This is an optimization exercise on Yosys and OpenROAD, whose aim is small area, not a production implementation.
Only simulation tests tie the RTL to the original design; equivalence was not proved.
No activity file was given, so power comes from the tool's default toggle rates.

==> design.v <==
module axi_trim
#(
	parameter DATA_WIDTH = 8,
	parameter TRIM_LEN = 7
)
(
	input logic         clk,
	input logic         rst_n,
	input logic [DATA_WIDTH*8-1:0] trim_in_tdata,
	input logic [DATA_WIDTH-1:0]   trim_in_tkeep,
	input logic                    trim_in_tlast,
	input logic                    trim_in_tvalid,
	output logic                   trim_in_tready,
	output logic [DATA_WIDTH*8-1:0] trim_out_tdata,
	output logic [DATA_WIDTH-1:0]   trim_out_tkeep,
	output logic                    trim_out_tlast,
	output logic                    trim_out_tvalid,
	input logic                   trim_out_tready,
	input logic [TRIM_LEN-1:0]     trim_len
);
logic [63:0] prev_data_n;  
logic [2:0]  tail_cnt;     
logic        in_pkt;       
logic        flush;        
logic [2:0]  rot;          
logic [7:0]  low;          
logic [63:0] d1, d2, in_rot;
logic [7:0]  k1, k2, keep_rot;
logic        tail;
logic [7:0]  tk;           
logic [7:0]  tail_keep;
always_comb begin
	rot = trim_len[2:0];
	for (int j = 0; j < 8; j++)
		low[j] = (j + trim_len[3:0] < 8);
	d1 = rot[2] ? {trim_in_tdata[31:0], trim_in_tdata[63:32]} : trim_in_tdata;
	d2 = rot[1] ? {d1[15:0], d1[63:16]} : d1;
	in_rot = rot[0] ? {d2[7:0], d2[63:8]} : d2;
	k1 = rot[2] ? {trim_in_tkeep[3:0], trim_in_tkeep[7:4]} : trim_in_tkeep;
	k2 = rot[1] ? {k1[1:0], k1[7:2]} : k1;
	keep_rot = rot[0] ? {k2[0], k2[7:1]} : k2;
	for (int j = 0; j < 8; j++) begin
		trim_out_tdata[8*j +: 8] = (flush | low[j]) ? ~prev_data_n[8*j +: 8] : in_rot[8*j +: 8];
	end
	for (int j = 0; j < 8; j++)
		tail_keep[j] = (tail_cnt >= j);
	trim_out_tkeep = flush ? tail_keep : (low | keep_rot);
	tk = keep_rot & low;
	tail = (trim_len[3] == 1'b0) && trim_in_tkeep[trim_len[2:0]];
end
always_comb trim_out_tvalid = flush | (trim_in_tvalid & in_pkt);
always_comb trim_out_tlast  = flush | (trim_in_tlast & ~tail);
always_comb trim_in_tready  = trim_out_tready;
always_ff @(posedge clk) begin
	if (trim_out_tready) begin
		prev_data_n <= ~in_rot;
		tail_cnt  <= {tk[4], tk[6] | (tk[2] & ~tk[4]),
		              tk[7] | (tk[5] & ~tk[6]) | (tk[3] & ~tk[4]) | (tk[1] & ~tk[2])};
	end
end
always_ff @(posedge clk or negedge rst_n) begin
	if (!rst_n) begin
		in_pkt <= 1'b0;
		flush  <= 1'b0;
	end else if (trim_out_tready) begin
		flush <= trim_in_tvalid & trim_in_tlast & tail;
		if (trim_in_tvalid)
			in_pkt <= ~trim_in_tlast;
	end
end
endmodule
==> run.sh <==
#!/bin/bash
# synth_recipe.tcl (not shown) runs the flow's synth.tcl, then flattens the netlist and writes it again
# the make line also repeats each setting of config.mk as NAME=value (left out here)
make -C /OpenROAD-flow-scripts/flow DESIGN_CONFIG=/design/flow/config.mk WORK_HOME=/design/flow/orfs CLKGATE_MAP_FILE= SYNTH_SCRIPT=/design/flow/synth_recipe.tcl finish
==> config.mk <==
export PLATFORM = sky130hd
export DESIGN_NAME = axi_trim
export DESIGN_NICKNAME = axi_trim
export VERILOG_FILES = /design/flow/design.v
export SDC_FILE = /design/flow/constraint.sdc
export NUM_CORES = 4
export LEC_CHECK = 0
export ABC_AREA = 1
export CAP_MARGIN = 20
export CORE_MARGIN = 2
export CORE_UTILIZATION = 40
export CTS_BUF_LIST = sky130_fd_sc_hd__clkbuf_8
export SLEW_MARGIN = 20
==> constraint.sdc <==
create_clock -name core_clock -period 4.0 [get_ports {clk}]
set_input_delay 0.8000 -clock core_clock [delete_from_list [all_inputs] [get_ports {clk}]]
set_output_delay 0.8000 -clock core_clock [all_outputs]
set_load 0.01 [all_outputs]
==> results.ini <==
[clock_tree]
cts_setup_buffers=0
cts-buffers-inserted=9
clkSlewWorstSetupHoldPaths_ns=0.07
cts_repair_resize_count=0
root_buffer=sky130_fd_sc_hd__clkbuf_8
h_tree_depth=3
worstSkewPairLatency_ns=0.36
tritoncts=built
clock_sinks=69
hold_buf_cts=0
clock_tree.buffer_depth=2

[yosys]
synth_edf_count=67
synth_nets=918
ys_types=26
synth_area_per_cell_sq_um=7.00
dominant_register_cell_in_the_synthesized_netlist=sky130_fd_sc_hd__edfxtp_1
synth.yosys.seq_area_share_pct=35.3
synthMostInstantiatedCell=sky130_fd_sc_hd__nand2_1
yosysWarningCount=1
post-synth-top-area-cell=sky130_fd_sc_hd__edfxtp_1
netlist_area_sq_um=5840
yosys-top-cells-count=307 x sky130_fd_sc_hd__nand2_1, 94 x sky130_fd_sc_hd__o21ai_0, 92 x sky130_fd_sc_hd__nand3_1
yosysTopAreaCellShare_pct=34.5
postSynthCellCount=834
async_flop_share_pct=2.90
synthTopCellsByArea=sky130_fd_sc_hd__edfxtp_1 34%, sky130_fd_sc_hd__nand2_1 20%, sky130_fd_sc_hd__mux2i_1 9.1%
total_of_flip_flops_plus_latches_after_synthesis=69

[worst_setup_path]
cp_max_fo=17
crit_path_cell_trace=clkdlybuf4s50_1 -> nor2_4 -> nand2_2 -> nand2_2 -> o21ai_2 -> nand3_1 -> o21ai_1 -> clkdlybuf4s50_1
timing.critical_path.arrival_ns=2.96
timing.critical_path.from_type=primary input
critPathBufInv=2
max_stage_delay_ns=0.65
worst_setup_end_kind=output pin
setup.worst_path.class=primary input to output pin
critPathTopFamily=buffers and inverters
endpoint_required_time_on_the_critical_path_ns=3.20
crit_path_top_delay_cell=sky130_fd_sc_hd__clkdlybuf4s50_1

[pwr]
share_comb_of_total_power_pct=39.9
power_switching_share_pct=35.8
ir_drop_mv=0.138
powerDensity_nw_per_um2=316
total_switching_power_mw=0.861
clock_power_share_pct=22.0
power.leakage_nw=3.54
p_int_mw=1.54
sequentialPowerShare_pct=38.0

[routing]
postRouteWirelength_mm=19.8
drtIter0Drc=533
detail_route.wl_per_cell_microns=17.2
vias=5990
detailedRoute.firstPassIterationCount=6
avgViaCountPerCell=5.20
post_route_drc=0
antenna_violating_nets_post_route=0

[placement]
placed_cells_incl_taps=1136
placement.cell_area_sq_um=7430
place.port_buffers=155
pre_cts_ws_ns=0.253
place_congestion=0.881
hpwl_mm=15.0

[sta]
finalSetupTns_ns=0
max_freq_mhz=266
slew_of_the_pin_with_the_lowest_slew_margin_ns=0.877
finClkSkew_ns=0
final-max-slew-violation-count=0
finalSetupViolCount=0
finalHoldViolCount=0
min_period_ns=3.76
postLayoutSetupSlackWorst_ns=0.235
timing.max_slew.rel_slack_pct=41.6
final_min_period_over_clock_period_pct=94.1
hold-worst-slack_ns=0.497
rsz0062_at_grt=false

[floorplanning]
core-area_sq_um=14400
die_area_sq_um=15600
initial_cell_density_of_the_core_pct=40.5
core.rowCount=44
fp.dieH_microns=125
count_of_pins_on_the_block_boundary=159
die-width_microns=125

[final_layout]
syn_to_final_growth_pct=30.1
nets=1047
layout-drive-gt1-share_pct=5.89
diodes=0
final_cell_area_sq_um=7600
final-instance-count-excl-fill=1152
layout.filler_cells=1444

[global_routing]
first_pass_grt_wire_length_mm=30.4
grt_max_degree=72
number_of_global_route_vias_before_repair=5528
initial_antenna_violation_count=0
globalRoute.totalOverflow=0
grt_usage_pct=25.2

[min_path]
timing.hold.worst.class=flop to flop

[run_status]
outcome=finished clean

[job]
cap_viol_max_count=0

area by class of cell:
class	count	area (sq um)	share of cell area, %
clock buffers	9	124	1.63
clock inverters	7	42.5	0.560
flip-flops and latches	69	2060	27.1
inverters	78	293	3.85
repair buffers	169	1700	22.4
well taps	184	230	3.03
multi-input cells	636	3150	41.4
per-layer routing:
layer  up-vias  routed length [microns]  GRT usage (%)
met5         -                        0              0
met4         0                      371           7.65
met3        20                     1550           4.68
met2       252                     8470           37.0
met1      2682                     9400           37.6
li1       3036                        -              -
logic make-up (layout without fill, tap and decap cells):
kind of cell / Yosys count / after routing / share of synthesized area, %
and+or+nand+nor: 422 / 422 / 30.0
AOI/OAI and AO/OA: 161 / 161 / 14.7
buffers and inverters: 129 / 263 / 10.8
DFF: 69 / 69 / 35.3
muxes: 53 / 53 / 9.09
registers in the layout (all words and copies together) (netlist names):
name,cells
prev_data_n,64
in_pkt,1
tail_cnt,3
flush,1
power by group through the flow:
stage / combinational, mW / clock (mW) / sequential, mW
detailed placement: 0.957 / 0 / 0.928
CTS: 0.961 / 0.534 / 0.914
floorplan: 0.491 / 0 / 0.922
finish: 0.959 / 0.530 / 0.914
global placement: 0.952 / 0 / 0.928
global route: 1.05 / 0.568 / 0.922
worst min-delay path, cell delays in order (launching register included):
cell	delay [ns]
sky130_fd_sc_hd__dfrtp_1	0.34
sky130_fd_sc_hd__nand2_1	0.05
sky130_fd_sc_hd__o21ai_0	0.07
final timing paths:
| check | from | end | slack (ns) | cells past startpoint |
|---|---|---|---|---|
| worst min register to register | in_pkt$_DFFE_PN0P_ | in_pkt$_DFFE_PN0P_ | 0.50 | 2 |
| worst min-delay path | in_pkt$_DFFE_PN0P_ | in_pkt$_DFFE_PN0P_ | 0.50 | 2 |
| worst max register to register | flush$_DFFE_PN0P_ | flush$_DFFE_PN0P_ | 2.85 | 2 |
| max in group asynchronous | rst_n | flush$_DFFE_PN0P_ | 3.29 | 1 |
| min in group asynchronous | rst_n | in_pkt$_DFFE_PN0P_ | 0.59 | 1 |
| worst max-delay path | trim_len[3] | trim_out_tdata[63] | 0.24 | 8 |
through the flow:
step                      utilization, %  total power [mW]
after floorplan                        -              1.41
after global placement              51.5              1.88
after detailed placement            51.5              1.89
after CTS                           52.7              2.41
after global routing                52.7              2.54
final                               52.7              2.40
cell usage in the layout (no fill, tap or decap), drive strengths merged:
cell type	Yosys	layout
nand3	92	92
clkinvlp	0	2
clkinv	0	3
a21o	1	1
inv	78	80
o211ai	3	3
o21bai	1	1
nand2	310	310
mux2i	53	53
or2	9	9
nor2	11	11
a21oi	3	3
a22o	1	1
dfrtp	2	2
buf	41	18
o31ai	2	2
clkbuf	10	9
clkdlybuf4s50	0	151
o21ai	150	150
edfxtp	67	67

-- afterwards: timing with drivers on the ports --
No port has a modelled driver above. Below, the same layout with a new extraction and two added sets of constraints.
Step 1 sets driving cells, clkbuf_16 on the clock port and buf_2 on the other inputs (assumed; they add their load-dependent delay and slew).
Step 2 moves the port delays by t, midway between the first and last clock arrival at a register: inputs arrive t later, outputs are due t later. That takes back most of the time a late clock gives input paths.
a / b / c = no drivers / after step 1 / after step 2; a / b = the first two.
t, ns: 0.402
setup slack, ns: 0.235 / 0.212 / 0.212
worst hold slack (ns): 0.497 / 0.497 / 0.497
After both steps this run still meets setup and hold. The setup slack of this run moves by -0.023 ns with the drivers and by -0.023 ns with both steps.
